Source: an optimization exercise on an open RTL-to-GDS flow (aim: small area). Production flows keep margins and buffers that such runs may drop.
Only simulation tests tie the RTL to the original design; equivalence was not proved.
Power and IR drop assume default switching activity.

## design/flow/run.sh

```bash
#!/bin/bash
# synth_recipe.tcl (not shown) runs the flow's synth.tcl, then flattens the netlist and writes it again
# the make line also repeats each setting of config.mk as NAME=value (left out here)
make -C /OpenROAD-flow-scripts/flow DESIGN_CONFIG=/design/flow/config.mk WORK_HOME=/design/flow/orfs CLKGATE_MAP_FILE= SYNTH_SCRIPT=/design/flow/synth_recipe.tcl finish
```

## design/flow/config.mk

```make
export PLATFORM = sky130hd
export DESIGN_NAME = top_module
export DESIGN_NICKNAME = top_module
export VERILOG_FILES = /design/flow/design.v
export SDC_FILE = /design/flow/constraint.sdc
export NUM_CORES = 4
export LEC_CHECK = 0
export CAP_MARGIN = 20
export CORE_MARGIN = 2
export CORE_UTILIZATION = 40
export SLEW_MARGIN = 20
```

## design/flow/constraint.sdc

```tcl
create_clock -name core_clock -period 10.0 [get_ports {clk}]
set_input_delay 2.0000 -clock core_clock [delete_from_list [all_inputs] [get_ports {clk}]]
set_output_delay 2.0000 -clock core_clock [all_outputs]
set_load 0.01 [all_outputs]
```

## design/flow/design.v

```verilog
`timescale 1ns / 1ps
module top_module(
    input wire clk,
    input wire rst,
    input wire I2C_SDA_in,
    output wire I2C_SDA_out,
    output wire I2C_SDA_oe,
    input wire dht_in,
    output wire dht_out,
    output wire dht_oe,
    input wire [4:0] BTN,
    output wire I2C_SCL,
    output wire [17:0] LEDR,
    output wire [8:0] LEDG,
    output wire data_out
);
    localparam G2A = 3'd0, G2B = 3'd1, G1 = 3'd2, G1B = 3'd3,
               G3 = 3'd4, G3B = 3'd5, G4 = 3'd6, G4B = 3'd7;
    localparam S_A = 4'd0, S_B = 4'd1, S_C = 4'd2, S_BL = 4'd3, S_CL = 4'd4, S_D = 4'd5,
               S_E = 4'd6, S_LOAD = 4'd7, S_WAIT = 4'd8, S_NEXT = 4'd9, S_END = 4'd10,
               S_ST1 = 4'd11, S_ST2 = 4'd12, S_ST3 = 4'd13;
    localparam O_IDLE = 4'd0, O_SLOW = 4'd1, O_WHIGH = 4'd2, O_RLOW = 4'd3,
               O_RHIGH = 4'd4, O_READ = 4'd5, O_WCS = 4'd6, O_CS = 4'd7,
               O_DONE = 4'd8;
    reg [2:0]  g,    g_n;
    reg        Bp,   Bp_n;
    reg [3:0]  ost,  ost_n;
    reg [6:0]  cnt,  cnt_n;
    reg        led3, led3_n;
    reg        M,    M_n;
    reg [15:0] sr,   sr_n;
    reg        so,   so_n;
    reg        soe,  soe_n;
    reg        scl,  scl_n;
    reg        red,  red_n;
    reg [13:0] W,    W_n;
    reg [17:0] I,    I_n;
    wire [7:0] T = sr[15:8];
    wire [7:0] U = sr[7:0];
    wire first = W[10];           
    wire [3:0] st  = I[3:0];
    wire [2:0] bn  = I[6:4];
    wire       x3  = I[7];
    wire [1:0] c   = I[9:8];
    wire [4:0] idx = I[14:10];
    wire [1:0] blk = I[16:15];
    wire       S   = I[17];
    wire [7:0] acc = I[7:0];
    wire [5:0] bc  = I[13:8];
    wire [1:0] rs  = I[15:14];
    wire [2:0] cy  = I[2:0];
    wire       cf  = I[3];
    wire        wm   = W[13];
    wire [4:0]  wk   = W[4:0];
    wire [4:0]  wbit = W[9:5];
    wire [2:0]  wled = W[12:10];
    wire [4:0] Qd = W[4:0];
    wire [3:0] Rd = W[8:5];
    wire [3:0] sd = {W[13:11], W[9]};
    wire cnt_nz = |cnt;
    wire rd_done = ost[3] | (ost[2:1] == 2'b11);         
    assign dht_oe  = ((ost == O_IDLE) & cnt_nz) | ((ost[2:0] == 3'd1) & cnt[6]);
    assign dht_out = ~dht_oe;
    wire din  = dht_oe ? 1'b0 : dht_in;
    wire vbit = (cnt > 7'd50);
    wire [2:0] apos = ~bc[2:0];
    wire [8:0] acar;
    wire [7:0] asum;
    assign acar[0] = 1'b0;
    genvar ai;
    generate for (ai = 0; ai < 8; ai = ai + 1) begin : g_acc
        wire t = acar[ai] | (vbit & (apos == ai));
        assign asum[ai] = acc[ai] ^ t;
        assign acar[ai+1] = acc[ai] & t;
    end endgenerate
    localparam [127:0] LINE1 = "N: 10 T: 06 N:25";
    localparam [127:0] LINE2 = "Temp: 00.00 oC  ";
    localparam [35:0]  BLK1  = 36'h40228010E;      
    wire addr = (blk == 2'd0) & idx[3];
    wire is_q = (idx[4:1] == 4'd9) | (idx[4:1] == 4'd6);
    wire is_r = (idx[4:1] == 4'd8) | (idx[4:1] == 4'd5);
    wire [3:0] dnib = idx[0] ? (is_q ? (Qd[4] ? 4'h4 : 4'h3) : 4'h3)
                             : (is_q ? Qd[3:0] : Rd);
    wire [3:0] nib2 = (is_q | is_r) ? dnib : LINE2[{idx, 2'b00} +: 4];
    reg [3:0] nib;
    always @(*) begin
        case (blk)
            2'd0: nib = BLK1[{idx[3:0], 2'b00} +: 4];
            2'd1: nib = LINE1[{idx, 2'b00} +: 4];
            2'd2: nib = idx[0] ? 4'hC : 4'h0;
            default: nib = nib2;
        endcase
    end
    wire [7:0] byte_v = {nib, 1'b1, ~S, addr, blk[0]};
    assign I2C_SDA_out = so;
    assign I2C_SDA_oe  = soe;
    assign I2C_SCL     = scl;
    wire sda = soe ? so : I2C_SDA_in;
    wire fw = first & (blk == 2'd0) & (idx == 5'd7) & !S;    
    wire [3:0] X = {x3, bn};
    wire [7:0] dx  = idx[4] ? T : U;
    wire       dxk = dx[~sd[2:0]] & rd_done;
    wire [4:0] R2  = {(sd[2:0] == 3'd0) ? 4'd0 : Rd, dxk};
    wire       qb  = (R2 >= 5'd10);
    wire [4:0] R2s = qb ? (R2 - 5'd10) : R2;
    wire [3:0]  ci  = wk[3:0];
    wire [15:0] A1  = {6'd0, T, 2'd0};
    wire [15:0] A2  = {3'd0, T, 5'd0};
    wire [15:0] A3  = {2'd0, T, 6'd0};
    wire [15:0] A4  = {8'd0, U};
    wire [15:0] KA  = 16'd80;
    wire [15:0] KC  = 16'd3000;
    wire [2:0]  ccin = (ci == 4'd0) ? 3'd0 : cy;
    wire        cfin = (ci == 4'd0) ? 1'b1 : cf;
    wire [3:0]  csum = A1[ci] + A2[ci] + A3[ci] + A4[ci] + KA[ci] + ccin;
    wire        cv   = csum[0];
    wire        cf_o = (cv & !KC[ci]) | (!(cv ^ KC[ci]) & cfin);
    wire cur = red ? (wbit[4:3] == 2'b01) : wbit[4];
    assign data_out = g[2] & g[1] & wm & (wk >= 5'd3) & (wk <= (cur ? 5'd11 : 5'd7));
    always @(*) begin
        g_n = g; Bp_n = Bp; ost_n = ost; cnt_n = cnt; led3_n = led3; M_n = M; sr_n = sr;
        so_n = so; soe_n = soe; scl_n = scl; red_n = red; W_n = W; I_n = I;
        case (g)
            G2A: begin
                g_n = G2B;
                I_n = {1'b0, 2'd0, 5'd8, (first ? 2'd0 : 2'd2), 1'b0, 3'd7, S_ST1};
            end
            G2B: g_n = G3;
            G3: begin
                if ((st == S_WAIT) && (blk == 2'd3) && ((idx == 5'd20) || (idx == 5'd14))) begin
                    if (!sd[3]) begin
                        {W_n[13:11], W_n[9]} = sd + 4'd1;
                        W_n[8:5]   = R2s[3:0];
                        W_n[4:0]   = {Qd[3:0], qb};
                    end
                end else {W_n[13:11], W_n[9]} = 4'd0;
                I_n[9:8] = c + 2'd1;
                if (c == 2'd1) begin
                    case (st)
                        S_ST1: begin soe_n = 1'b1; so_n = 1'b1; scl_n = 1'b1; I_n[3:0] = S_ST2; end
                        S_ST2: begin so_n = 1'b0; I_n[3:0] = S_ST3; end
                        S_ST3: begin scl_n = 1'b0; I_n[3:0] = S_A; end
                        S_A: begin
                            so_n = byte_v[bn];
                            if (bn == 3'd0) I_n[3:0] = S_BL;
                            else begin I_n[3:0] = S_B; I_n[6:4] = bn - 3'd1; end
                        end
                        S_B:  begin scl_n = 1'b1; I_n[3:0] = S_C; end
                        S_C:  begin scl_n = 1'b0; I_n[3:0] = S_A; end
                        S_BL: begin scl_n = 1'b1; I_n[3:0] = S_CL; end
                        S_CL: begin scl_n = 1'b0; soe_n = 1'b0; if (!sda) I_n[3:0] = S_D; end
                        S_D:  begin scl_n = 1'b1; if (!sda) I_n[3:0] = S_E; end
                        S_E:  begin
                            scl_n = 1'b0;
                            if (sda) begin
                                if (addr) begin I_n[14:10] = 5'd7; I_n[3:0] = S_LOAD; end
                                else I_n[3:0] = S_WAIT;
                            end
                        end
                        S_LOAD: begin I_n[6:4] = 3'd7; soe_n = 1'b1; I_n[3:0] = S_A; end
                        S_WAIT: begin
                            if (X == (fw ? 4'd7 : 4'd9)) begin
                                I_n[7:4] = 4'd0;
                                if (!S) begin I_n[17] = 1'b1; I_n[3:0] = S_LOAD; end
                                else if (idx == 5'd0) I_n[3:0] = S_NEXT;
                                else begin I_n[14:10] = idx - 5'd1; I_n[17] = 1'b0; I_n[3:0] = S_LOAD; end
                            end else I_n[7:4] = X + 4'd1;
                        end
                        S_NEXT: begin
                            if (blk == 2'd3) I_n[3:0] = S_END;
                            else begin
                                I_n[16:15] = blk + 2'd1;
                                I_n[14:10] = (blk == 2'd1) ? 5'd1 : 5'd31;
                                I_n[17] = 1'b0;
                                I_n[3:0] = S_LOAD;
                            end
                        end
                        S_END: begin
                            soe_n = 1'b1; so_n = 1'b1; scl_n = 1'b1;
                            g_n = G3B;
                        end
                        default: ;
                    endcase
                end
            end
            G3B: begin
                g_n = G4;
                W_n = {1'b0, 2'b00, first, first, 4'b0000, 2'b00, first, 1'b0, 1'b1};
            end
            G4: begin
                if (wk == ((wm & !cur) ? 5'd16 : 5'd19)) begin
                    W_n[4:0] = 5'd0;
                    if (wbit == 5'd23) begin
                        W_n[9:5] = 5'd0;
                        W_n[12:10] = wled + 3'd1;
                        if (wled == 3'd7) W_n[13] = 1'b0;     
                    end else W_n[9:5] = wbit + 5'd1;
                end else W_n[4:0] = wk + 5'd1;
                if (!wm) begin
                    if (W[12:0] == 13'd0) g_n = G4B;
                    if ((wled == 3'd0) && (wbit == 5'd1) && (wk[4:2] != 3'b011) && !wk[4]) begin
                        I_n[2:0] = csum[3:1];
                        I_n[3]   = cf_o;
                    end
                    if ((wled == 3'd1) && (wbit == 5'd16) && (wk == 5'd4)) red_n = cf;
                    if ((wled == 3'd1) && (wbit == 5'd16) && (wk == 5'd5)) begin W_n[13] = 1'b1; W_n[12:0] = 13'd0; end
                end
            end
            G4B: begin g_n = G1; I_n = 18'd0; end    
            G1: begin
                if (BTN == 5'b00001) Bp_n = 1'b1;
                if (Bp) begin
                    case (ost[2:0])
                        3'd0: begin
                            if (ost[3]) begin        
                                Bp_n = 1'b0;
                                g_n = G1B;
                                cnt_n = cnt + 7'd1;
                                if (cnt > 7'd100) begin cnt_n = 7'd0; ost_n = 4'd9; end
                            end else begin           
                                cnt_n = cnt + 7'd1;
                                if (cnt > 7'd100) ost_n = O_SLOW;
                            end
                        end
                        3'd1: begin
                            if (cnt > 7'd40) ost_n[2:0] = 3'd2;
                            else cnt_n = cnt + 7'd1;
                        end
                        3'd2: if (!din) ost_n[2:0] = 3'd3;
                        3'd3: begin
                            if (cnt > 7'd85) begin cnt_n = 7'd0; ost_n[2:0] = 3'd4; end
                            else cnt_n = cnt + 7'd1;
                        end
                        3'd4: begin
                            if (din) begin
                                if (cnt > 7'd85) begin cnt_n = 7'd0; ost_n[2:0] = 3'd5; end
                                else cnt_n = cnt + 7'd1;
                            end else cnt_n = 7'd0;
                        end
                        3'd5: begin
                            case (rs)
                                2'd0: if (!din) begin cnt_n = 7'd0; I_n[15:14] = 2'd1; end
                                2'd1: if (din) begin cnt_n = 7'd0; I_n[15:14] = 2'd2; end
                                2'd2: begin
                                    if (din) begin
                                        if (cnt != 7'd127) cnt_n = cnt + 7'd1;
                                        led3_n = 1'b1;
                                    end else begin
                                        if (!ost[3]) begin
                                            I_n[13:8] = bc + 6'd1;
                                            if (!bc[5]) I_n[7:0] = asum;
                                            else M_n = M | (vbit ^ acc[~bc[2:0]]);
                                            if (bc[5:4] == 2'b01) sr_n = {sr[14:0], vbit};
                                            if (bc == 6'd39) ost_n = O_WCS;
                                        end
                                        cnt_n = 7'd0;
                                        I_n[15:14] = 2'd0;
                                    end
                                end
                                default: ;
                            endcase
                        end
                        3'd6: if (!ost[3]) ost_n = O_CS;
                        default: if (!ost[3]) ost_n = O_DONE;
                    endcase
                end
            end
            default: g_n = G2A;    
        endcase
    end
    always @(posedge clk or negedge rst) begin
        if (!rst) begin
            g <= G2A; Bp <= 1'b0; ost <= O_IDLE; cnt <= 7'd0; led3 <= 1'b0; M <= 1'b0;
            so <= 1'b1; soe <= 1'b1; scl <= 1'b1; red <= 1'b0;
            W[10] <= 1'b1;
        end else begin
            g <= g_n; Bp <= Bp_n; ost <= ost_n; cnt <= cnt_n; led3 <= led3_n; M <= M_n;
            so <= so_n; soe <= soe_n; scl <= scl_n; red <= red_n;
            W[10] <= W_n[10];
        end
    end
    always @(posedge clk) begin
        sr <= sr_n;
        W[13:11] <= W_n[13:11]; W[9:0] <= W_n[9:0];
        I <= I_n;
    end
    wire in_read = (ost == O_READ);
    wire ledg_v  = ost[3] & ((ost[2:0] != 3'd0) | cnt_nz);
    assign LEDG[8]   = 1'b0;
    assign LEDG[7]   = ledg_v & (M | T[7]);
    assign LEDG[6:0] = (ledg_v & !M) ? T[6:0] : 7'd0;
    assign LEDR[2:0]   = 3'b000;
    assign LEDR[6:3]   = {4{red}};
    assign LEDR[7]     = 1'b0;
    assign LEDR[8]     = (ost != O_IDLE) | cnt_nz;
    assign LEDR[9]     = rd_done | (in_read & ((rs != 2'd0) | (bc != 6'd0)));
    assign LEDR[10]    = rd_done | (in_read & (rs[1] | (bc != 6'd0)));
    assign LEDR[11]    = led3;
    assign LEDR[12]    = rd_done;
    assign LEDR[13]    = ost[3];
    assign LEDR[14]    = 1'b0;
    assign LEDR[15]    = g[2];
    assign LEDR[16]    = !g[2] & !first;
    assign LEDR[17]    = 1'b0;
endmodule
```

==> notes.md, run 1 <==
status complete, no violations; H-tree levels 3; drt initial violations about 800; min-delay worst type flip-flop to flip-flop; post-synthesis cell area 7310 um2; Setup TNS 0 ns; Core Rows 49; Worst Setup End Kind output port; CTS root buffer clkbuf_16; DP Cell Count 1065; Worst-path clk slew approximately 0.060 ns; PwrDens 78.0 nW/um2; Hold WS around 0.48 ns; Die Ht about 140 um; Avg Cell Area, Syn 8.50 um2; Final min period slightly above 5 ns; RSZ-0062 raised after global routing false; Synth warnings 1; CTS Hold Bufs 0; worst r2r dst I[7]$_DFFE_PP_; fmax 194 MHz; die area about 19000 um2; dominant synthesized flop cell edfxtp_1; Final Max Slew Viols 0; Pleak 3.15 nW; Final ANT Viol Nets 0; MaxCap Viol Count 0; TritonCTS Buffers 9; IO Port Bufs 34; DR vias 6889; Syn Inst Count 860; area of the multi-input gates about 4800 um2; worst reg2reg setup slack ~5.1 ns; async set or reset register ratio after synthesis 31.9%; CP max FO 11; first-pass GRT wire length 36.4 mm; CP Cell Sequence and2_1, or2_2, inv_1, ha_1, a31o_2, a21oi_1, a31oi_1, a2111oi_0, clkdlybuf4s50_1; io pins between 40 and 50; Finished Layout Cells 1081; Clock Tree Buf Depth 2; Seq/Total Area, Yosys between 20 and 30%; CP required 8.00 ns; Ant. Diodes 0; cell taking the most area after synthesis edfxtp_1; Worst setup SP type flip-flop; Largest stage delay, worst path 0.61 ns; layout cell share with drive strength beyond 1 8.92%; Layout fillers 1800; cts repair resizes 0; Post-synth EDFFs 47; WP data arrival 3.14 ns; CP top delay family compound AO/OA/AOI/OAI gates; initial antenna violation count 0; Hold Path Stages 0; Layout Skew 0.00981 ns; synth top area cells edfxtp_1, ha_1, dfrtp_1, nand2_1, a21oi_1; worst relative slew slack between 20% and 30%; Vias per Instance 6.37; # DRC 0; Slew @ Worst Pin 1.05 ns; effective utilization at floorplan between 40% and 50%; largest net degree at the start of global routing 47; synth-to-layout area growth 8.68%; gpl congestion 0.940; Netlist cell types 97; register bit total from synthesis 69; die width 139 um; VDD IR-drop max around 76 uV; vias in the first global route 6409; final worst-path cycle share roughly half; RR Startpoint cnt[0]$_DFFE_PN0P_; Post-Route WL 23.1 mm; TritonCTS clock tree yes; endpoints failing setup 0; DP HPWL about 17 mm; Hold Startpoint sr[3]$_DFFE_PP_; clk latency of the worst-skew pair 0.36 ns; Avg WL per Cell 21.4 um; Critical path buffers and inverters 2; Synth top area share about a fifth; Fin. Hold Viols 0; # nets final 916; final global-route overflow total 0; Hold Path Sink sr[4]$_DFFE_PP_; core area 18000 um2; clk sink count 69; FF+latch area 1970 um2; Crit Path Class flip-flop to output port; All-Layer GR Usage a little under a quarter; reg2reg path depth 22; Post-CTS Setup Bufs 0; total iterations of the first detailed-routing run 5; CP max-delay cell clkdlybuf4s50_1
==> synthesized netlist by cell type (all sizes together), types with 4 or more instances <==
library cell  number
a211oi             6
a21o              11
a21oi             61
a22oi              5
a31o               6
a31oi             16
a32o               4
a41oi              4
and2              19
and3               9
and4               4
buf               35
clkbuf            39
dfrtp             18
dfstp              4
edfxtp            47
ha                57
inv               44
mux2i             15
mux4              12
nand2             81
nand2b            17
nand3             33
nand3b             4
nand4              8
nor2              46
nor2b             15
nor3              20
nor3b              9
nor4b              6
o211ai            14
o21a               7
o21ai             60
o221ai             5
o22ai             12
o2bb2ai            5
o31a               4
o31ai             10
o32ai              4
or2                4
or4b               4
xnor2              8
xor2               7
==> worst register-to-register path, stage by stage, from the launching register on <==
cell	delay [ns]
dfrtp_1	0.44
inv_1	0.14
ha_1	0.16
nor2b_1	0.04
o311ai_0	0.49
nand2_1	0.33
and2_1	0.25
ha_1	0.17
a31o_2	0.21
ha_1	0.17
a31o_2	0.21
ha_1	0.17
a31o_2	0.21
ha_1	0.17
a21o_1	0.15
ha_1	0.18
a21o_1	0.17
ha_1	0.19
a21o_1	0.15
ha_1	0.17
a21o_1	0.16
a211oi_1	0.23
a21oi_1	0.06
==> where the power goes <==
| group | internal, mW | switching [mW] | leakage (nW) |
|---|---|---|---|
| combinational | 0.00368 | 0.00487 | 2.40 |
| clock | 0.169 | 0.140 | 0.132 |
| sequential | 0.302 | 0.000106 | 0.616 |
| total | 0.475 | 0.145 | 3.15 |
==> metrics by stage <==
stage | util, % | worst slack [ns] | cell area [um2] | power (mW)
after floorplan | - | 5.62 | 7330 | 0.313
after global placement | 42.7 | 5.29 | 7660 | 0.317
after CTS | 44.2 | 4.89 | 7940 | 0.623
after detailed placement | 42.7 | 5.15 | 7660 | 0.317
final | 44.2 | 4.86 | 7940 | 0.620
after global routing | 44.2 | 4.66 | 7940 | 0.635
==> cells by family (layout without fill, tap and decap cells) <==
logic type / count (synthesis) / in the layout / synth area share (%)
simple gates: 299 / 299 / 22.4
compound gates: 266 / 266 / 24.6
buf+inv: 119 / 105 / 7.33
flops: 69 / 69 / 26.9
fa+ha+maj: 61 / 61 / 10.7
mux: 30 / 30 / 6.22
xor+xnor: 15 / 15 / 1.80
other cells: 1 / 7 / 0.0513
==> registers in the layout (all words and copies together) (netlist names), named ones only <==
register / count
cnt: 7
ost: 4
soe: 1
sr: 16
g: 2
M: 1
led3: 1
Bp: 1
red: 1
scl: 1
W: 14
so: 1
I: 18
==> worst max-delay path by stage <==
stage | depth (start not counted) | start | endpoint | slack (ns)
final | 9 | W[9]$_DFFE_PP_ | data_out | 4.86
after global routing | 9 | W[9]$_DFFE_PP_ | data_out | 4.66
after CTS | 9 | W[9]$_DFFE_PP_ | data_out | 4.89
after detailed placement | 22 | cnt[0]$_DFFE_PN0P_ | I[7]$_DFFE_PP_ | 5.15
after global placement | 22 | cnt[0]$_DFFE_PN0P_ | I[7]$_DFFE_PP_ | 5.29
after floorplan | 9 | W[9]$_DFFE_PP_ | data_out | 5.62
==> metal layers <==
layer | part of all wire (%) | vias to the layer above | track usage, %
li1 | - | 3175 | -
met1 | 44 | 3357 | 32.2
met2 | 46 | 294 | 36.5
met3 | 6.3 | 63 | 4.66
met4 | 4.2 | 0 | 10.6
met5 | 0 | - | 0
==> area by class of cell <==
| class | count | share of cell area, % |
|---|---|---|
| Multi-Input combinational cell | 678 | 60.8 |
| Inverter | 45 | 2.13 |
| Clock inverter | 7 | 0.646 |
| Clock buffer | 9 | 2.84 |
| Timing Repair Buffer | 44 | 5.23 |
| Sequential cell | 69 | 24.8 |
| Tap cell | 229 | 3.61 |
==> layout by cell type (no fill, tap or decap), types with 5 or more instances in the layout <==
| master | n |
|---|---|
| nand2_1 | 81 |
| a21oi_1 | 60 |
| o21ai_0 | 57 |
| ha_1 | 57 |
| edfxtp_1 | 47 |
| nor2_1 | 46 |
| inv_1 | 43 |
| clkdlybuf4s50_1 | 34 |
| nand3_1 | 33 |
| nor3_1 | 19 |
| dfrtp_1 | 18 |
| and2_1 | 18 |
| nand2b_1 | 17 |
| a31oi_1 | 16 |
| nor2b_1 | 15 |
| mux2i_1 | 15 |
| o211ai_1 | 14 |
| mux4_2 | 12 |
| a21o_1 | 11 |
| o22ai_1 | 11 |
| o31ai_1 | 10 |
| buf_4 | 10 |
| clkbuf_16 | 9 |
| nand4_1 | 8 |
| xnor2_1 | 8 |
| and3_1 | 8 |
| nor3b_1 | 7 |
| xor2_1 | 7 |
| o21a_1 | 7 |
| conb_1 | 7 |
| a211oi_1 | 6 |
| o221ai_1 | 5 |
| a31o_2 | 5 |
| o2bb2ai_1 | 5 |
| a22oi_1 | 5 |
==> run 2, diff against run 1 <==
==> design/flow/flow/run.sh (new file) <==
#!/bin/bash
# Standard ORFS layout, with the combinational part of the standard synthesis
# re-mapped for area (registers untouched). Each tool logs to its own file here.
set -uo pipefail
W=$PWD
R=$W/orfs/results/$FLOW_PLATFORM/top_module/base
LIB=$FLOW_HOME/platforms/$FLOW_PLATFORM/lib/sky130_fd_sc_hd__tt_025C_1v80.lib

bash standard.sh synth > $W/standard_synth.log 2>&1 || exit 1

cp $R/1_2_yosys.v $W/netlist_standard.v
sed -e "s|@LIB@|$LIB|g" -e "s|@IN@|$W/netlist_standard.v|" -e "s|@TOP@|$FLOW_TOP|" \
    -e "s|@ABC@|$W/flow/abc.script|" -e "s|@OUT@|$W/netlist_remapped.v|g" flow/remap.ys > $W/remap_run.ys
if yosys -s $W/remap_run.ys > $W/yosys_remap.log 2>&1; then
  ffl() { grep -oE "sky130_fd_sc_hd__(df|edf|sdf|sedf|dl)[a-z]*_[0-9]+ +[^ ]+" "$1" | sort; }
  if [[ "$(ffl $W/netlist_standard.v)" == "$(ffl $W/netlist_remapped.v)" ]]; then
    cp $W/netlist_remapped.v $R/1_2_yosys.v
    touch $R/1_2_yosys.v
    echo "remapped netlist in use" > $W/remap_status.log
  else
    echo "register mismatch: standard netlist kept" > $W/remap_status.log
  fi
else
  echo "remap failed: standard netlist kept" > $W/remap_status.log
fi

bash standard.sh finish > $W/standard_finish.log 2>&1
==> design/flow/flow/abc.script (new file) <==
strash
&get -n
&deepsyn -T 60
&put
dch
amap
topo
==> design/flow/flow/remap.ys (new file) <==
# Re-map the combinational logic of the standard synthesis netlist for area.
# Every flip-flop instance (name, cell type, connections) is kept as it is:
# sequential cells are read as black boxes, only combinational cells are
# flattened into gates and re-mapped by ABC.
read_liberty -ignore_miss_func @LIB@
blackbox sky130_fd_sc_hd__df* sky130_fd_sc_hd__edf* sky130_fd_sc_hd__sdf* sky130_fd_sc_hd__sedf* sky130_fd_sc_hd__dlr* sky130_fd_sc_hd__dlx* sky130_fd_sc_hd__lpflow_inputisolatch* sky130_fd_sc_hd__conb*
read_verilog @IN@
hierarchy -top @TOP@
flatten
techmap
opt -full
abc -liberty @LIB@ -dont_use *lpflow* -dont_use *probe* -script @ABC@
opt_clean -purge
hilomap -singleton -hicell sky130_fd_sc_hd__conb_1 HI -locell sky130_fd_sc_hd__conb_1 LO
insbuf -buf sky130_fd_sc_hd__buf_4 A X
splitnets
opt_clean -purge
tee -o @OUT@.stat stat -liberty @LIB@
write_verilog -noattr -nohex -nodec @OUT@
==> design/flow/standard.sh (new file) <==
#!/bin/bash
# synth_recipe.tcl (not shown) runs the flow's synth.tcl, then flattens the netlist and writes it again
# the make line also repeats each setting of config.mk as NAME=value (left out here)
make -C /OpenROAD-flow-scripts/flow DESIGN_CONFIG=/design/flow/config.mk WORK_HOME=/design/flow/orfs CLKGATE_MAP_FILE= SYNTH_SCRIPT=/design/flow/synth_recipe.tcl "${@:-finish}"
--- a/design/flow/config.mk
+++ b/design/flow/config.mk
@@ -10,2 +10,3 @@
 export CORE_UTILIZATION = 40
+export CTS_BUF_LIST = sky130_fd_sc_hd__clkbuf_8
 export SLEW_MARGIN = 20
removed: design/flow/run.sh
==> run 2 against run 1 <==
Effect of this change: via count shrank 19%; highest routed layer unchanged; critical path depth increased by 1; maximum frequency is 4.6% higher; flip-flop and latch count unchanged.
==> notes.md, run 2 <==
effective utilization at floorplan 41.0% (+0.31 points); Crit Path Class flip-flop to output port; Hold WS 0.470 ns (-0.0103 ns); CP max FO 10 (-1); CTS root buffer clkbuf_8; gpl congestion 0.984 (+4.7%); initial antenna violation count 0 (unchanged); Layout Skew 0.0104 ns (+0.000633 ns); Largest stage delay, worst path 0.53 ns (-0.08 ns); met3 WL 1.12 mm (-23%); synth-to-layout area growth 14.0%; TritonCTS Buffers 9 (unchanged); Die Ht 118 um (-15%); vias in the first global route 5239 (-18%); DP Cell Count 927 (-13%); Worst-path clk slew 0.08 ns (+0.02 ns); Ant. Diodes 0 (unchanged); pre-CTS setup slack 5.19 ns (+0.0425 ns); fmax 203 MHz (+4.6%); switch share 22.1% (-1.3 points); Max Used Layer met4; status complete, no violations; Synth warnings 1 (unchanged); WL met2 7.87 mm (-25%); # nets final 775 (-15%); VDD IR-drop max 69.0 uV (-8.6%); final worst-path cycle share 49.2% (-2.2 points); PwrDens 96.9 nW/um2 (+24%); RSZ-0062 raised after global routing false; CTS Hold Bufs 0 (unchanged); Post-Route WL 17.7 mm (-24%); post-synthesis cell area 5190 um2 (-29%); met1 wire length 7.93 mm (-22%); Avg Cell Area, Syn 7.16 um2 (-16%); Final min period 4.92 ns (-0.225 ns); max FFs per register 18 (unchanged); Fin. Hold Viols 0 (unchanged); CP max-delay cell edfxtp_1; Comb pwr share 1.3% (about the same); Setup TNS 0 ns (unchanged); Avg WL per Cell 18.7 um (-12%); MaxCap Viol Count 0 (unchanged); clk sink count 69 (unchanged); CP required 8.00 ns (about the same); Final ANT Viol Nets 0 (unchanged); TritonCTS clock tree yes; io pins 42 (unchanged); register share of total power 52.6% (+3.8 points); NetSw 127 uW (-12%); commonest cells after routing, fill and taps aside nor2_1, clkinv_1, nand2_1, o21ai_0, edfxtp_1; endpoints failing setup 0 (unchanged); internal power 447 uW (-5.9%); Layout Utilization 46.7% (+2.5 points); Tot Pwr 574 uW (-7.4%); first-pass GRT wire length 28.3 mm (-22%); largest net degree at the start of global routing 17 (-64%); reg2reg path depth 12 (-45%); H-tree levels 3 (unchanged); All-Layer GR Usage 25.7% (+2.0 points); Hold Path Stages 0 (unchanged); Worst setup SP type flip-flop; final global-route overflow total 0 (unchanged); Final Cell Area 5920 um2 (-25%); drt initial violations 701 (-15%); layout cell share with drive strength beyond 1 3.11% (-5.8 points); Pleak 1.98 nW (-37%); WP data arrival 2.92 ns (-0.22 ns); CP Cell Sequence nor2_1, clkinv_1, nor2_1, clkinv_1, nor2_1, clkinv_1, nor3_1, o21ai_0, o21bai_1, clkdlybuf4s50_1; die width 118 um (-15%); min-delay worst type flip-flop to flip-flop; Worst Setup End Kind output port; Worst Setup Slack, final 5.08 ns (+0.225 ns); DR vias 5606 (-19%); total iterations of the first detailed-routing run 6 (+1); Syn Inst Count 725 (-16%); Core Rows 41 (-16%); DP HPWL 13.8 mm (-17%); Post-CTS Setup Bufs 0 (unchanged); Top reg by flops I; Placed Area 5700 um2 (-26%); die area 13900 um2 (-28%); Clock Tree Buf Depth 2 (unchanged); cts repair resizes 0 (unchanged); Slew @ Worst Pin 0.960 ns (-0.0878 ns); Vias per Instance 5.94 (-6.7%); IO Port Bufs 34 (unchanged); worst relative slew slack 35.1% (+5.5 points); biggest regs I: 18 flops, sr: 16 flops, W: 14 flops; clk latency of the worst-skew pair 0.38 ns (+0.02 ns); core area 12700 um2 (-29%); Finished Layout Cells 943 (-13%); # DRC 0 (unchanged); Clk pwr share 46.1% (-3.7 points); commonest non-fill, non-tap cell in the layout nor2_1; Final Max Slew Viols 0 (unchanged)
run 2: worst max-delay path: cells and delay by family (launching register included):
family,cells,cell delay (ns)
buffers and inverters,4,0.89
AO/OA/AOI/OAI,2,0.32
flip-flops,1,0.53
AND/OR/NAND/NOR,4,0.80
run 2: power groups by stage:
stage | Combinational, mW | Clock (mW) | Sequential, mW
finish | 0.00731 | 0.264 | 0.302
global route | 0.00814 | 0.281 | 0.302
CTS | 0.00738 | 0.271 | 0.302
detailed placement | 0.00734 | 0 | 0.308
global placement | 0.00730 | 0 | 0.308
floorplan | 0.00374 | 0 | 0.308
run 2: path summary, 6_finish.rpt:
check,from,end,slack (ns)
worst max-delay path,I[12]$_DFFE_PP_,LEDR[9],5.08
min in group asynchronous,rst,async pin,1.93
worst min register to register,sr[14]$_DFFE_PP_,sr[15]$_DFFE_PP_,0.47
worst max register to register,g[1]$_DFFE_PN0P_,I[3]$_DFFE_PP_,5.86
max in group asynchronous,rst,soe$_DFFE_PN1P_,7.42
worst min-delay path,sr[14]$_DFFE_PP_,sr[15]$_DFFE_PP_,0.47
run 2: cell type report:
class / count / area, um2
fill: 1310 / 6750
multi-input combinational: 540 / 2740
sequential: 69 / 1970
inverter: 108 / 405
timing repair buffer: 38 / 370
tap: 172 / 215
clock buffer: 9 / 124
clock inverter: 7 / 97.6
run 2: routing by layer:
metal / GRT usage [%] / up-vias
met3: 3.88 / 47
li1: - / 2668
met1: 35.3 / 2623
met2: 39.4 / 268
met5: 0 / -
met4: 12.4 / 0
==> run 3, diff against run 2 <==
--- a/design/flow/config.mk
+++ b/design/flow/config.mk
@@ -10,3 +10,2 @@
 export CORE_UTILIZATION = 40
-export CTS_BUF_LIST = sky130_fd_sc_hd__clkbuf_8
 export SLEW_MARGIN = 20
==> run 3 against run 2 <==
Effect of this change: hold slack got worse by 0.0051 ns; core utilization rose by 0.80 points; critical path depth unchanged; clock power is 34% higher; critical path type unchanged; final area up 1.7%; clock skew is 0.0036 ns lower; critical endpoint unchanged; register-to-register slack is essentially flat; still clean on timing, DRC and antenna; global-route usage hardly changed; routed wire length shrank 0.26%; clock-buffer cell count is 1 higher; setup slack improved by 0.030 ns; highest routed layer unchanged; maximum frequency grew 0.60%.
==> notes.md, run 3 <==
status complete, no violations; MaxCap Viol Count 0 (unchanged); Layout Skew 0.00684 ns (-0.00360 ns); # DRC 0 (unchanged); io pins 42 (unchanged); CP Cell Sequence nor2_1, clkinv_1, nor2_1, clkinv_1, nor2_1, clkinv_1, nor3_1, o21ai_0, o21bai_1, clkdlybuf4s50_1; RR Startpoint g[1]$_DFFE_PN0P_; Final min period 4.89 ns (-0.0295 ns); effective utilization at floorplan 41.0% (unchanged); die area 13900 um2 (unchanged); max FFs per register 18 (unchanged); Largest stage delay, worst path 0.53 ns (about the same); Critical path buffers and inverters 4 (unchanged); Hold Path Stages 0 (unchanged); Final ANT Viol Nets 0 (unchanged); CTS root buffer clkbuf_16; # nets final 775 (unchanged); final worst-path cycle share 48.9% (-0.30 points); Post-CTS Setup Bufs 0 (unchanged); fmax 205 MHz (+0.60%); Pleak 2.02 nW (+2.1%); Final Max Slew Viols 0 (unchanged); Die Ht 118 um (unchanged); CP max FO 10 (unchanged); TritonCTS Buffers 9 (unchanged); H-tree levels 3 (unchanged); Avg WL per Cell 18.7 um (-0.26%); Worst-path clk slew 0.06 ns (-0.02 ns); Crit Path Class flip-flop to output port; first-pass GRT wire length 28.2 mm (about the same); gpl congestion 0.984 (unchanged); CP max-delay cell edfxtp_1; Top reg by flops I; endpoints failing setup 0 (unchanged); Clock Tree Buf Depth 2 (unchanged); Synth warnings 1 (unchanged); CP top delay family buffers and inverters; layout cell share with drive strength beyond 1 3.11% (unchanged); WP data arrival 2.89 ns (-0.03 ns); Final Cell Area 6020 um2 (+1.7%); clk sink count 69 (unchanged); commonest non-fill, non-tap cell in the layout nor2_1; Worst Setup End Kind output port; Ant. Diodes 0 (unchanged); Avg Cell Area, Syn 7.16 um2 (unchanged); post-synthesis cell area 5190 um2 (unchanged); total iterations of the first detailed-routing run 5 (-1); PwrDens 110 nW/um2 (+14%); worst relative slew slack 34.4% (-0.76 points); commonest cells after routing, fill and taps aside nor2_1, clkinv_1, nand2_1, o21ai_0, edfxtp_1; initial antenna violation count 0 (unchanged); drt initial violations 653 (-6.8%); Fin. Hold Viols 0 (unchanged); synth-to-layout area growth 16.0%; TritonCTS clock tree yes; Critical path origin I[12]$_DFFE_PP_; Hold Startpoint sr[14]$_DFFE_PP_; clk latency of the worst-skew pair 0.35 ns (-0.03 ns); WP depth 10 (unchanged); Worst Setup Slack, final 5.11 ns (+0.0295 ns); biggest regs I: 18 flops, sr: 16 flops, W: 14 flops; final global-route overflow total 0 (unchanged); CTS Hold Bufs 0 (unchanged); vias in the first global route 5212 (-0.52%); CP required 8.00 ns (about the same); VDD IR-drop max 124 uV (+80%); largest net degree at the start of global routing 17 (unchanged); Syn Inst Count 725 (unchanged); core area 12700 um2 (unchanged); Post-Route WL 17.6 mm (-0.26%); die width 118 um (unchanged); Slew @ Worst Pin 0.971 ns (+0.0112 ns); IO Port Bufs 34 (unchanged); pre-CTS setup slack 5.19 ns (unchanged); reg2reg path depth 12 (unchanged); Vias per Instance 5.99 (+0.68%); DR vias 5644 (+0.68%); cts repair resizes 0 (unchanged); RSZ-0062 raised after global routing false; Worst setup SP type flip-flop; DP HPWL 13.8 mm (unchanged); Core Rows 41 (unchanged); Setup TNS 0 ns (unchanged); min-delay worst type flip-flop to flip-flop; All-Layer GR Usage 25.7% (+0.041 points); Placed Area 5700 um2 (unchanged)
## run 3: cell types whose count changed in the layout (fill, tap and decap cells not counted)
cell       delta
clkbuf_8      -9
inv_1         -1
clkbuf_16     +9
clkbuf_1      +1
## run 3: stage by stage
step	util, %	total power [mW]	hold slack, ns	cells
finish	47.5	0.665	0.465	943
global route	47.5	0.682	0.471	943
CTS	47.5	0.671	0.468	943
detailed placement	45.0	0.316	0.452	927
global placement	45.0	0.315	0.444	927
floorplan	-	0.312	0.417	731
## run 3: cell type report
| class | count | area, um2 |
|---|---|---|
| sequential | 69 | 1970 |
| multi-input combinational | 540 | 2740 |
| inverter | 108 | 405 |
| fill | 1295 | 6650 |
| timing repair buffer | 38 | 370 |
| clock inverter | 6 | 93.8 |
| tap | 172 | 215 |
| clock buffer | 10 | 229 |
## run 3: power breakdown
group / switching (mW) / leakage (nW) / total [mW] / internal, mW
registers: 0 / 0.725 / 0.302 / 0.302
logic: 0.00410 / 1.14 / 0.00728 / 0.00318
clock network: 0.134 / 0.154 / 0.355 / 0.221
## run 3: worst paths after layout
kind,end,slack (ns)
max,LEDR[9],5.11
min,sr[15]$_DFFE_PP_,0.46
max reg2reg,I[3]$_DFFE_PP_,5.87
min reg2reg,sr[15]$_DFFE_PP_,0.46
max in group asynchronous,soe$_DFFE_PN1P_,7.40
min in group asynchronous,async pin,1.96
## run 3: metal layers
layer / track usage, % / vias up / routed length (um) / part of all wire (%)
met5: 0 / - / 0 / 0
met4: 12.3 / 0 / 768 / 4.4
met3: 3.97 / 51 / 1150 / 6.5
met2: 39.2 / 268 / 7820 / 44
met1: 35.6 / 2647 / 7890 / 45
li1: - / 2678 / - / -
## run 3: worst register-to-register path, stage by stage (launching register included)
cell and delay (ns):
dfrtp_1 0.41, clkinv_1 0.15, nor2_1 0.22, clkinv_1 0.22, nor2_1 0.40, clkinv_1 0.40, o21ai_0 0.46, nor2_1 0.17
and2_0 0.22, or2_0 0.26, nor2_1 0.39, o21ai_0 0.22, o41ai_1 0.23
==> run 4, diff against run 3 <==
--- a/design/flow/design.v
+++ b/design/flow/design.v
@@ -32,4 +32,2 @@
     reg        so,   so_n;
-    reg        soe,  soe_n;
-    reg        scl,  scl_n;
     reg        red,  red_n;
@@ -95,2 +93,7 @@
     assign I2C_SDA_out = so;
+    wire ackw = (st == S_CL) | (st == S_D) | (st == S_E);
+    wire in3  = (g == G3);
+    wire st_start = (st == S_ST1) | (st == S_ST2) | (st == S_ST3);
+    wire scl = !in3 | st_start | (st == S_C) | ((st == S_CL) & !x3) | ((st == S_D) & x3) | ((st == S_E) & !x3);
+    wire soe = !in3 | st_start | (st == S_A) | (st == S_B) | (st == S_C) | (st == S_BL) | ((st == S_CL) & !x3);
     assign I2C_SDA_oe  = soe;
@@ -121,3 +124,3 @@
         g_n = g; Bp_n = Bp; ost_n = ost; cnt_n = cnt; led3_n = led3; M_n = M; sr_n = sr;
-        so_n = so; soe_n = soe; scl_n = scl; red_n = red; W_n = W; I_n = I;
+        so_n = so; red_n = red; W_n = W; I_n = I;
         case (g)
@@ -139,5 +142,5 @@
                     case (st)
-                        S_ST1: begin soe_n = 1'b1; so_n = 1'b1; scl_n = 1'b1; I_n[3:0] = S_ST2; end
+                        S_ST1: begin so_n = 1'b1; I_n[3:0] = S_ST2; end
                         S_ST2: begin so_n = 1'b0; I_n[3:0] = S_ST3; end
-                        S_ST3: begin scl_n = 1'b0; I_n[3:0] = S_A; end
+                        S_ST3: I_n[3:0] = S_A;
                         S_A: begin
@@ -147,9 +150,9 @@
                         end
-                        S_B:  begin scl_n = 1'b1; I_n[3:0] = S_C; end
-                        S_C:  begin scl_n = 1'b0; I_n[3:0] = S_A; end
-                        S_BL: begin scl_n = 1'b1; I_n[3:0] = S_CL; end
-                        S_CL: begin scl_n = 1'b0; soe_n = 1'b0; if (!sda) I_n[3:0] = S_D; end
-                        S_D:  begin scl_n = 1'b1; if (!sda) I_n[3:0] = S_E; end
+                        S_B:  I_n[3:0] = S_C;
+                        S_C:  I_n[3:0] = S_A;
+                        S_BL: I_n[3:0] = S_CL;
+                        S_CL: begin I_n[7] = sda; if (!sda) I_n[3:0] = S_D; end
+                        S_D:  begin I_n[7] = sda; if (!sda) I_n[3:0] = S_E; end
                         S_E:  begin
-                            scl_n = 1'b0;
+                            I_n[7] = !sda;
                             if (sda) begin
@@ -159,3 +162,3 @@
                         end
-                        S_LOAD: begin I_n[6:4] = 3'd7; soe_n = 1'b1; I_n[3:0] = S_A; end
+                        S_LOAD: begin I_n[6:4] = 3'd7; I_n[3:0] = S_A; end
                         S_WAIT: begin
@@ -178,3 +181,3 @@
                         S_END: begin
-                            soe_n = 1'b1; so_n = 1'b1; scl_n = 1'b1;
+                            so_n = 1'b1;
                             g_n = G3B;
@@ -273,3 +276,3 @@
             g <= G2A; Bp <= 1'b0; ost <= O_IDLE; cnt <= 7'd0; led3 <= 1'b0; M <= 1'b0;
-            so <= 1'b1; soe <= 1'b1; scl <= 1'b1; red <= 1'b0;
+            so <= 1'b1; red <= 1'b0;
             W[10] <= 1'b1;
@@ -277,3 +280,3 @@
             g <= g_n; Bp <= Bp_n; ost <= ost_n; cnt <= cnt_n; led3 <= led3_n; M <= M_n;
-            so <= so_n; soe <= soe_n; scl <= scl_n; red <= red_n;
+            so <= so_n; red <= red_n;
             W[10] <= W_n[10];
==> design/flow/flow/abc.script (replaced) <==
strash
&get -n
&deepsyn -T 180
&put
dch
amap
strash
dch
amap
topo
--- a/design/flow/config.mk
+++ b/design/flow/config.mk
@@ -10,2 +10,3 @@
 export CORE_UTILIZATION = 40
+export CTS_BUF_LIST = sky130_fd_sc_hd__clkbuf_4 sky130_fd_sc_hd__clkbuf_8
 export SLEW_MARGIN = 20
==> run 4 against run 3 <==
Effect of this change: still clean; critical path depth decreased by 2; clock-buffer cell count is 1 higher; routed wire length rose by 4.7%; sequential power shrank 3%; die area down 1.7%; core utilization is 1.3 points lower; global-route usage rose by 2.4 points; first-iteration DRC count shrank 3.5%; synthesized cell count fell by 1.7%; hold slack barely moved; final cell count decreased by 1.5%; clock skew grew 0.011 ns; critical endpoint is now I2C_SDA_oe.
==> notes.md, run 4 <==
status complete, no violations; Worst Setup End Kind output port; Comb pwr share 1.4% (+0.3 points); Slew @ Worst Pin 0.987 ns (+0.0160 ns); commonest cells after routing, fill and taps aside nor2_1, clkinv_1, nand2_1, o21ai_0, edfxtp_1; Core Rows 41 (unchanged); CP Cell Sequence clkinv_1, nor2_1, clkinv_1, nor2_1, clkinv_1, a221o_1, or2_0, clkdlybuf4s50_1; first-pass GRT wire length 28.7 mm (+1.8%); Crit Path Class flip-flop to output port; Syn Inst Count 713 (-1.7%); PwrDens 93.3 nW/um2 (-15%); IO Port Bufs 34 (unchanged); core area 12500 um2 (-1.2%); # nets final 762 (-1.7%); # DRC 0 (unchanged); Ant. Diodes 0 (unchanged); Avg Cell Area, Syn 7.16 um2 (about the same); VDD IR-drop max 90.9 uV (-27%); Setup TNS 0 ns (unchanged); initial antenna violation count 0 (unchanged); NetSw 120 uW (-13%); Final ANT Viol Nets 0 (unchanged); biggest regs I: 18 flops, sr: 16 flops, W: 14 flops; Final Max Slew Viols 0 (unchanged); internal power 420 uW (-20%); worst relative slew slack 34.0% (-0.39 points); RSZ-0062 raised after global routing false; H-tree levels 3 (unchanged); CP dominant cell by count clkinv_1; DP Cell Count 914 (-1.4%); Worst-path clk slew 0.08 ns (+0.02 ns); total iterations of the first detailed-routing run 6 (+1); Tot Pwr 541 uW (-19%); post-synthesis cell area 5100 um2 (-1.7%); drt initial violations 630 (-3.5%); clk sink count 67 (-2.9%); Pleak 1.93 nW (-4.8%); CTS Hold Bufs 0 (unchanged); DR vias 5648 (+0.071%); Synth warnings 1 (unchanged); Post-Route WL 18.5 mm (+4.7%); clk latency of the worst-skew pair 0.38 ns (+0.03 ns); TritonCTS Buffers 9 (unchanged); endpoints failing setup 0 (unchanged); Top reg by flops I; Finished Layout Cells 929 (-1.5%); commonest non-fill, non-tap cell in the layout nor2_1; max FFs per register 18 (unchanged); Worst setup SP type flip-flop; Vias per Instance 6.08 (+1.6%); Die Ht 117 um (-0.83%); largest net degree at the start of global routing 21 (+4); Avg WL per Cell 19.9 um (+6.3%); WP data arrival 3.38 ns (+0.49 ns); TritonCTS clock tree yes; Layout Skew 0.0176 ns (+0.0107 ns); Largest stage delay, worst path 0.51 ns (-0.02 ns); io pins 42 (unchanged); MaxCap Viol Count 0 (unchanged); register share of total power 54.4% (+8.9 points); CP required 8.00 ns (about the same); All-Layer GR Usage 28.1% (+2.4 points); Clk pwr share 44.2% (-9.2 points); fmax 186 MHz (-9.1%); Clock Tree Buf Depth 2 (unchanged); layout cell share with drive strength beyond 1 2.77% (-0.34 points); gpl congestion 1.07 (+9.2%); Post-CTS Setup Bufs 0 (unchanged); final global-route overflow total 0 (unchanged); DP HPWL 14.3 mm (+3.9%); die area 13700 um2 (-1.7%); min-delay worst type flip-flop to flip-flop; die width 117 um (-0.83%); final worst-path cycle share 53.8% (+4.9 points); CTS root buffer clkbuf_8; switch share 22.2% (+1.4 points); vias in the first global route 5228 (+0.31%); Fin. Hold Viols 0 (unchanged); Final min period 5.38 ns (+0.491 ns); cts repair resizes 0 (unchanged); CP max FO 8 (-2); CP max-delay cell clkdlybuf4s50_1; synth-to-layout area growth 13.5%; effective utilization at floorplan 40.8% (-0.21 points)
[run 4: final cells by class]
class | count | area, um2
clock buffer | 11 | 145
clock inverter | 4 | 51.3
fill | 1303 | 6720
inverter | 100 | 375
multi-input combinational | 538 | 2730
sequential | 67 | 1910
tap | 172 | 215
timing repair buffer | 37 | 358
[run 4: path summary, 6_finish.rpt]
path | from | to | slack (ns) | depth (start not counted)
max in group asynchronous | rst | W[10]$_DFFE_PN1P_ | 8.02 | 1
max | flip-flop | I2C_SDA_oe | 4.62 | 8
min in group asynchronous | rst | cnt[4]$_DFFE_PN0P_ | 1.60 | 1
min | sr[12]$_DFFE_PP_ | sr[13]$_DFFE_PP_ | 0.46 | 0
max reg2reg | I[10]$_DFFE_PP_ | I[7]$_DFFE_PP_ | 5.67 | 19
min reg2reg | sr[12]$_DFFE_PP_ | sr[13]$_DFFE_PP_ | 0.46 | 0
[run 4: critical path: cells and delay by family (launching register included)]
family                 cells  cell delay (ns)
DFF                        1             0.46
buffers and inverters      4             1.27
AOI/OAI and AO/OA          1             0.35
and+or+nand+nor            3             0.91
[run 4: power by group through the flow]
stage	registers (mW)	logic, mW	clock network (mW)
after floorplan	0.300	0.00440	0
after global routing	0.294	0.00862	0.249
after global placement	0.300	0.00783	0
after detailed placement	0.300	0.00797	0
after CTS	0.294	0.00797	0.239
final	0.294	0.00768	0.239
[run 4: per-layer routing]
| metal | up-vias | part of all wire, % | track usage, % |
|---|---|---|---|
| met2 | 304 | 45 | 43.5 |
| met3 | 64 | 7.9 | 4.94 |
| li1 | 2639 | - | - |
| met5 | - | 0 | 0 |
| met1 | 2641 | 42 | 36.9 |
| met4 | 0 | 5.5 | 16.6 |
[run 4: stage by stage]
stage / util (%) / cell area [um2] / setup WS, ns / hold slack (ns)
2_1_floorplan: - / 5130 / 5.99 / 0.435
3_3_place_gp: 44.7 / 5590 / 5.08 / 0.438
4_1_cts: 46.3 / 5800 / 4.74 / 0.464
6_report: 46.3 / 5790 / 4.62 / 0.465
3_5_place_dp: 44.7 / 5600 / 4.99 / 0.440
5_1_grt: 46.3 / 5790 / 4.44 / 0.475
==> run 5, diff against run 4 <==
--- a/design/flow/config.mk
+++ b/design/flow/config.mk
@@ -10,3 +10,3 @@
 export CORE_UTILIZATION = 40
-export CTS_BUF_LIST = sky130_fd_sc_hd__clkbuf_4 sky130_fd_sc_hd__clkbuf_8
+export CTS_BUF_LIST = sky130_fd_sc_hd__clkbuf_8
 export SLEW_MARGIN = 20
==> run 5 against run 4 <==
Effect of this change: non-clock buffer count unchanged; critical path depth rose by 1; sequential share of layout area shrank 0.16 points; register-to-register slack improved by 0.28 ns; hold slack improved by 0.022 ns; die area rose by 0.45%; still clean on timing, DRC and antenna; routed wire length down 2.2%; synthesized area up 0.47%; first-iteration DRC count rose by 37%; combinational power grew 130%; largest cell class unchanged; final area grew 0.48%; flip-flop and latch count did not move.
==> notes.md, run 5 <==
status complete, no violations; Ant. Diodes 0 (unchanged); CTS Hold Bufs 0 (unchanged); commonest cells after routing, fill and taps aside nor2_1, clkinv_1, nand2_1, edfxtp_1, o21ai_0; Final min period 5.52 ns (+0.143 ns); worst r2r dst I[0]$_DFFE_PP_; internal power 418 uW (-0.48%); Die Ht 117 um (+0.22%); PwrDens 95.9 nW/um2 (+2.8%); vias in the first global route 5190 (-0.73%); reg2reg path depth 10 (-9); die area 13700 um2 (+0.45%); Synth warnings 1 (unchanged); min-delay worst type flip-flop to flip-flop; biggest regs I: 18 flops, sr: 16 flops, W: 14 flops; # nets final 758 (-0.52%); effective utilization at floorplan 40.8% (about the same); # DRC 0 (unchanged); H-tree levels 3 (unchanged); die width 117 um (+0.22%); CP max FO 8 (unchanged); register share of total power 53.1% (-1.3 points); initial antenna violation count 0 (unchanged); CP dominant cell by count clkinv_1; Vias per Instance 6.12 (+0.66%); Largest stage delay, worst path 0.47 ns (-0.04 ns); CP required 8.00 ns (about the same); clk sink count 67 (unchanged); Clk pwr share 43.7% (-0.5 points); Hold Path Sink sr[1]$_DFFE_PP_; Comb pwr share 3.2% (+1.8 points); Post-CTS Setup Bufs 0 (unchanged); core area 12600 um2 (+0.41%); cts repair resizes 0 (unchanged); TritonCTS Buffers 9 (unchanged); Post-Route WL 18.0 mm (-2.2%); IO Port Bufs 34 (unchanged); Crit Path Class flip-flop to output port; total iterations of the first detailed-routing run 8 (+2); Clock Tree Buf Depth 2 (unchanged); Final Max Slew Viols 0 (unchanged); endpoints failing setup 0 (unchanged); largest net degree at the start of global routing 21 (unchanged); VDD IR-drop max 58.4 uV (-36%); Worst Setup End Kind output port; CP Cell Sequence clkinv_1, nor2_1, clkinv_1, nor2_1, clkinv_1, a21oi_1, o221ai_1, a31o_1, clkdlybuf4s50_1; WP data arrival 3.52 ns (+0.14 ns); CTS root buffer clkbuf_8; gpl congestion 1.01 (-6.1%); Top reg by flops I; All-Layer GR Usage 27.5% (-0.57 points); final global-route overflow total 0 (unchanged); CP max-delay cell nor2_1; max FFs per register 18 (unchanged); clk latency of the worst-skew pair 0.37 ns (about the same); first-pass GRT wire length 28.6 mm (-0.31%); NetSw 140 uW (+16%); Final ANT Viol Nets 0 (unchanged); Worst setup SP type flip-flop; Layout Skew 0.00876 ns (-0.00880 ns); MaxCap Viol Count 0 (unchanged); commonest non-fill, non-tap cell in the layout nor2_1; DR vias 5667 (+0.34%); layout cell share with drive strength beyond 1 2.92% (+0.14 points); final worst-path cycle share 55.2% (+1.4 points); Slew @ Worst Pin 0.870 ns (-0.117 ns); worst reg2reg setup slack 5.95 ns (+0.28 ns); Syn Inst Count 709 (-0.56%); drt initial violations 862 (+37%); Avg WL per Cell 19.5 um (-1.9%); io pins 42 (unchanged); Pleak 1.90 nW (-1.5%); Layout Utilization 46.3% (about the same); DP HPWL 13.9 mm (-3.1%); TritonCTS clock tree yes; Setup TNS 0 ns (unchanged); Core Rows 41 (unchanged); RSZ-0062 raised after global routing false; Hold Startpoint sr[0]$_DFFE_PP_; fmax 181 MHz (-2.6%); Fin. Hold Viols 0 (unchanged); switch share 25.1% (+2.8 points); Hold Path Stages 0 (unchanged); Avg Cell Area, Syn 7.23 um2 (+1.0%); synth-to-layout area growth 13.5% (about the same); Worst-path clk slew 0.09 ns (about the same); worst relative slew slack 41.5% (+7.4 points); post-synthesis cell area 5130 um2 (+0.47%)
-- run 5: layout make-up --
class / count / area (um2)
inverters: 97 / 364
fillers: 1300 / 6750
well taps: 172 / 215
flip-flops and latches: 67 / 1910
multi-input cells: 537 / 2770
clock inverters: 7 / 77.6
repair buffers: 37 / 358
clock buffers: 9 / 124
-- run 5: worst max-delay path by stage --
stage / from / end / slack (ns)
floorplan: dht_in / I[0]$_DFFE_PP_ / 6.01
global placement: dht_in / I[1]$_DFFE_PP_ / 5.00
detailed placement: dht_in / I[2]$_DFFE_PP_ / 4.80
CTS: flip-flop / I2C_SCL / 4.53
global route: flip-flop / I2C_SCL / 4.24
finish: flip-flop / I2C_SCL / 4.48
-- run 5: routing by layer --
metal  GRT usage (%)  vias to the layer above  wire length [um]
met1            38.2                     2599              7730
met3            3.60                       69              1480
met2            42.4                      368              7950
met5               0                        -                 0
met4            13.6                        0               885
li1                -                     2631                 -
-- run 5: critical path: cells and delay by family, from the launching register on --
family,cells,cell delay [ns]
buffers and inverters,4,1.31
DFF,1,0.45
AOI/OAI and AO/OA,3,0.62
and+or+nand+nor,2,0.78
-- run 5: power groups by stage --
stage | Sequential (mW) | Combinational [mW] | Clock [mW]
floorplan | 0.302 | 0.0105 | 0
global placement | 0.303 | 0.0176 | 0
detailed placement | 0.303 | 0.0176 | 0
CTS | 0.297 | 0.0176 | 0.244
global route | 0.297 | 0.0195 | 0.256
finish | 0.297 | 0.0178 | 0.244
-- run 5: stage by stage --
step                      setup WS, ns  hold WS [ns]  instance area (um2)  total power [mW]  instances
after floorplan                   6.01         0.427                 5150             0.313        715
after global placement            5.00         0.454                 5620             0.320        910
after detailed placement          4.80         0.455                 5620             0.320        910
after CTS                         4.53         0.482                 5820             0.558        926
after global routing              4.24         0.506                 5820             0.572        926
final                             4.48         0.487                 5820             0.558        926
==> run 6, diff against run 5 <==
--- a/design/flow/flow/run.sh
+++ b/design/flow/flow/run.sh
@@ -26,2 +26,2 @@
 
-bash standard.sh finish > $W/standard_finish.log 2>&1
+bash standard.sh finish "BUFFER_PORTS_ARGS=-buffer_cell sky130_fd_sc_hd__buf_1" > $W/standard_finish.log 2>&1
==> run 6 against run 5 <==
Effect of this change: maximum frequency up 5.0%; synthesized area stayed put; sequential share of layout area grew 1.2 points; critical path type unchanged; total power is 0.89% lower; sequential power barely moved; clock power hardly changed; largest power group unchanged; synthesized cell count unchanged; via count shrank 0.99%; routed wire length decreased by 2.4%.
==> notes.md, run 6 <==
Worst Setup Slack, final 4.74 ns (+0.263 ns); Placed Area 5410 um2 (-3.7%); RSZ-0062 raised after global routing false; clk latency of the worst-skew pair 0.39 ns (+0.02 ns); fmax 190 MHz (+5.0%); All-Layer GR Usage 26.9% (-0.65 points); MaxCap Viol Count 0 (unchanged); Die Ht 117 um (unchanged); Layout Utilization 44.7% (-1.6 points); Final min period 5.26 ns (-0.263 ns); CP max-delay cell nor2_1; VDD IR-drop max 61.9 uV (+5.8%); Final ANT Viol Nets 0 (unchanged); Clock Tree Buf Depth 2 (unchanged); CP Cell Sequence clkinv_1, nor2_1, clkinv_1, nor2_1, clkinv_1, a21oi_1, o221ai_1, a31o_1, buf_1; Worst setup SP type flip-flop; Final Cell Area 5610 um2 (-3.5%); # nets final 758 (unchanged); TritonCTS Buffers 9 (unchanged); worst relative slew slack 38.2% (-3.2 points); max FFs per register 18 (unchanged); pre-CTS setup slack 5.16 ns (+0.357 ns); Worst Setup End Kind output port; drt initial violations 808 (-6.3%); vias in the first global route 5185 (-0.096%); Layout fillers 1302 (+0.15%); CP max FO 8 (unchanged); final global-route overflow total 0 (unchanged); DR vias 5611 (-0.99%); effective utilization at floorplan 40.8% (unchanged); synth-to-layout area growth 9.47%; Slew @ Worst Pin 0.918 ns (+0.0479 ns); status complete, no violations; Avg Cell Area, Syn 7.23 um2 (unchanged); core area 12600 um2 (unchanged); Pleak 1.82 nW (-3.9%); Core Rows 41 (unchanged); Worst-path clk slew 0.08 ns (about the same); initial antenna violation count 0 (unchanged); die area 13700 um2 (unchanged); min-delay worst type flip-flop to flip-flop; CP required 8.00 ns (about the same); DP HPWL 13.5 mm (-2.7%); total iterations of the first detailed-routing run 9 (+1); # DRC 0 (unchanged); Ant. Diodes 0 (unchanged); biggest regs I: 18 flops, sr: 16 flops, W: 14 flops; FF+latch area 1910 um2 (unchanged); Syn Inst Count 709 (unchanged); endpoints failing setup 0 (unchanged); Post-CTS Setup Bufs 0 (unchanged); layout cell share with drive strength beyond 1 2.79% (-0.13 points); CTS root buffer clkbuf_8; first-pass GRT wire length 28.0 mm (-2.1%); CTS Hold Bufs 0 (unchanged); Synth warnings 1 (unchanged); Tot Pwr 553 uW (-0.89%); WP data arrival 3.26 ns (-0.26 ns); Post-Route WL 17.6 mm (-2.4%); Final Max Slew Viols 0 (unchanged); CP top delay family buffers and inverters; TritonCTS clock tree yes; PwrDens 98.6 nW/um2 (+2.8%); die width 117 um (unchanged); area of the multi-input gates 2770 um2 (about the same); Vias per Instance 6.06 (-0.99%); Crit Path Class flip-flop to output port; post-synthesis cell area 5130 um2 (unchanged); io pins 42 (unchanged); IO Port Bufs 34 (unchanged); Avg WL per Cell 19.0 um (-2.4%); Layout Skew 0.0226 ns (+0.0139 ns); clk sink count 67 (unchanged); gpl congestion 1.04 (+3.5%); Fin. Hold Viols 0 (unchanged); H-tree levels 3 (unchanged); CP dominant cell by count clkinv_1; Setup TNS 0 ns (unchanged); largest net degree at the start of global routing 21 (unchanged); commonest non-fill, non-tap cell in the layout nor2_1; Top reg by flops I; final worst-path cycle share 52.6% (-2.6 points); Critical path buffers and inverters 4 (unchanged); Largest stage delay, worst path 0.52 ns (+0.05 ns); commonest cells after routing, fill and taps aside nor2_1, clkinv_1, nand2_1, edfxtp_1, o21ai_0; cts repair resizes 0 (unchanged)
## run 6: power breakdown
| part | total (mW) | switching (mW) | internal [mW] |
|---|---|---|---|
| Combinational | 0.0155 | 0.0108 | 0.00472 |
| Sequential | 0.297 | 0.00161 | 0.295 |
| Clock | 0.241 | 0.125 | 0.116 |
## run 6: stage by stage
stage | hold slack, ns | std cells
floorplan | 0.427 | 715
global placement | 0.446 | 910
detailed placement | 0.460 | 910
CTS | 0.477 | 926
global route | 0.488 | 926
finish | 0.472 | 926
## run 6: layout make-up
| class | instances | share of cell area [%] |
|---|---|---|
| multi-input cells | 537 | 49.3 |
| flip-flops and latches | 67 | 34.1 |
| repair buffers | 37 | 2.67 |
| well taps | 172 | 3.83 |
| clock buffers | 9 | 2.21 |
| inverters | 97 | 6.49 |
| clock inverters | 7 | 1.36 |
## run 6: worst paths after layout
check                                startpoint                 to  slack, ns  cells after the start
worst max-delay path                  flip-flop            I2C_SCL       4.74                      9
worst min-delay path            sr[0]$_DFFE_PP_    sr[1]$_DFFE_PP_       0.47                      0
worst max register to register        flip-flop     I[1]$_DFFE_PP_       5.87                     10
worst min register to register  sr[0]$_DFFE_PP_    sr[1]$_DFFE_PP_       0.47                      0
max in group asynchronous                   rst  W[10]$_DFFE_PN1P_       8.11                      2
min in group asynchronous                   rst     Bp$_DFFE_PN0P_       1.58                      2
## run 6: routing by layer
metal  track usage [%]  vias to the layer above  wire, um
li1                  -                     2634         -
met1              36.4                     2617      7590
met2              41.6                      311      8030
met3              3.81                       49      1240
met4              14.4                        0       758
met5                 0                        -         0
==> run 7, diff against run 6 <==
--- a/design/flow/flow/run.sh
+++ b/design/flow/flow/run.sh
@@ -1,3 +1,3 @@
 #!/bin/bash
-# Standard ORFS layout, with the combinational part of the standard synthesis
+# Standard ORFS layout (ports buffered with buf_1), with the combinational part of the standard synthesis
 # re-mapped for area (registers untouched). Each tool logs to its own file here.
==> run 7 against run 6 <==
Effect of this change: via count unchanged; die area did not move; still clean; critical endpoint unchanged; largest cell class unchanged; setup slack did not move; clock skew is the same; non-clock buffer count unchanged; maximum frequency stayed put; final area is the same; combinational power about the same; largest power group unchanged; register-to-register slack barely moved; total power did not move.
==> notes.md, run 7 <==
status complete, no violations; Slew @ Worst Pin 0.918 ns (unchanged); Core Rows 41 (unchanged); worst reg2reg setup slack 5.87 ns (about the same); Avg Cell Area, Syn 7.23 um2 (unchanged); biggest regs I: 18 flops, sr: 16 flops, W: 14 flops; commonest non-fill, non-tap cell in the layout nor2_1; drt initial violations 808 (unchanged); CTS Hold Bufs 0 (unchanged); Worst-path clk slew 0.08 ns (about the same); Avg WL per Cell 19.0 um (unchanged); endpoints failing setup 0 (unchanged); RSZ-0062 raised after global routing false; CP max FO 8 (unchanged); met2 Use GR 41.6% (unchanged); All-Layer GR Usage 26.9% (unchanged); layout cell share with drive strength beyond 1 2.79% (unchanged); register share of total power 53.6% (about the same); Ant. Diodes 0 (unchanged); worst relative slew slack 38.2% (unchanged); TritonCTS Buffers 9 (unchanged); Final Max Slew Viols 0 (unchanged); NetSw 137 uW (unchanged); final global-route overflow total 0 (unchanged); Worst setup SP type flip-flop; pre-CTS setup slack 5.16 ns (unchanged); cts repair resizes 0 (unchanged); Fin. Hold Viols 0 (unchanged); io pins 42 (unchanged); switch share 24.8% (unchanged); min-delay worst type flip-flop to flip-flop; gpl congestion 1.04 (unchanged); WP data arrival 3.26 ns (about the same); vias in the first global route 5185 (unchanged); clk latency of the worst-skew pair 0.39 ns (about the same); die area 13700 um2 (unchanged); Vias per Instance 6.06 (unchanged); CP required 8.00 ns (about the same); post-synthesis cell area 5130 um2 (unchanged); Die Ht 117 um (unchanged); final worst-path cycle share 52.6% (unchanged); Final min period 5.26 ns (unchanged); H-tree levels 3 (unchanged); total iterations of the first detailed-routing run 9 (unchanged); Top reg by flops I; die width 117 um (unchanged); TritonCTS clock tree yes; Synth warnings 1 (unchanged); commonest cells after routing, fill and taps aside nor2_1, clkinv_1, nand2_1, edfxtp_1, o21ai_0; Layout Skew 0.0226 ns (unchanged); DP HPWL 13.5 mm (unchanged); largest net degree at the start of global routing 21 (unchanged); Clk pwr share 43.6% (about the same); Pleak 1.82 nW (unchanged); internal power 416 uW (unchanged); Setup TNS 0 ns (unchanged); VDD IR-drop max 61.9 uV (unchanged); Worst Setup End Kind output port; IO Port Bufs 34 (unchanged); initial antenna violation count 0 (unchanged); fmax 190 MHz (unchanged); GR peak layer met2; Syn Inst Count 709 (unchanged); core area 12600 um2 (unchanged); PwrDens 98.6 nW/um2 (unchanged); # DRC 0 (unchanged); DR vias 5611 (unchanged); Comb pwr share 2.8% (about the same); Final ANT Viol Nets 0 (unchanged); GRT met1 Usage 36.4% (unchanged); Clock Tree Buf Depth 2 (unchanged); Post-CTS Setup Bufs 0 (unchanged); synth-to-layout area growth 9.47% (unchanged); # nets final 758 (unchanged); Worst Setup Slack, final 4.74 ns (unchanged); MaxCap Viol Count 0 (unchanged); clk sink count 67 (unchanged); effective utilization at floorplan 40.8% (unchanged); Post-Route WL 17.6 mm (unchanged); first-pass GRT wire length 28.0 mm (unchanged); M3 GR Usage 3.81% (unchanged); CTS root buffer clkbuf_8; max FFs per register 18 (unchanged); Crit Path Class flip-flop to output port
-- run 7: path summary, 6_finish.rpt --
path,from,end,cells past startpoint
max,flip-flop,I2C_SCL,9
min,sr[0]$_DFFE_PP_,sr[1]$_DFFE_PP_,0
max reg2reg,flip-flop,I[1]$_DFFE_PP_,10
min reg2reg,sr[0]$_DFFE_PP_,sr[1]$_DFFE_PP_,0
max in group asynchronous,rst,W[10]$_DFFE_PN1P_,2
min in group asynchronous,rst,Bp$_DFFE_PN0P_,2
-- run 7: routing by layer --
layer / vias to the layer above / share of wire, % / routed length, um
li1: 2634 / - / -
met1: 2617 / 43 / 7590
met3: 49 / 7.1 / 1240
met2: 311 / 46 / 8030
met5: - / 0 / 0
met4: 0 / 4.3 / 758
-- run 7: cell type report --
cell class	instances	area, um2
Fill cell	1302	6950
Multi-Input combinational cell	537	2770
Sequential cell	67	1910
Inverter	97	364
Tap cell	172	215
Timing Repair Buffer	37	150
Clock buffer	9	124
Clock inverter	7	76.3
-- run 7: worst max-delay path, cell delays in order, from the launching register on --
cell and delay (ns):
dfrtp_1 0.45, clkinv_1 0.25, nor2_1 0.30, clkinv_1 0.25, nor2_1 0.52, clkinv_1 0.36
a21oi_1 0.28, o221ai_1 0.16, a31o_1 0.20, buf_1 0.12
-- run 7: metrics by stage --
stage / std cells / area (um2) / utilization (%) / hold slack [ns] / total power [mW]
floorplan: 715 / 5150 / - / 0.427 / 0.313
global placement: 910 / 5410 / 43.1 / 0.446 / 0.318
detailed placement: 910 / 5410 / 43.1 / 0.460 / 0.318
CTS: 926 / 5610 / 44.6 / 0.477 / 0.557
global route: 926 / 5610 / 44.7 / 0.488 / 0.573
finish: 926 / 5610 / 44.7 / 0.472 / 0.553
-- run 7: power groups by stage --
stage	registers (mW)	clock network (mW)	logic (mW)
4_1_cts	0.297	0.245	0.0153
3_5_place_dp	0.303	0	0.0153
5_1_grt	0.297	0.259	0.0173
6_report	0.297	0.241	0.0155
3_3_place_gp	0.303	0	0.0148
2_1_floorplan	0.302	0	0.0105

Setup slack of run 7, layout unchanged: 4.740 ns with ideal ports, 4.705 ns with driving cells assumed (clock clkbuf_16, inputs buf_2), 5.040 ns with port delays also shifted by the 0.409 ns mid clock arrival.
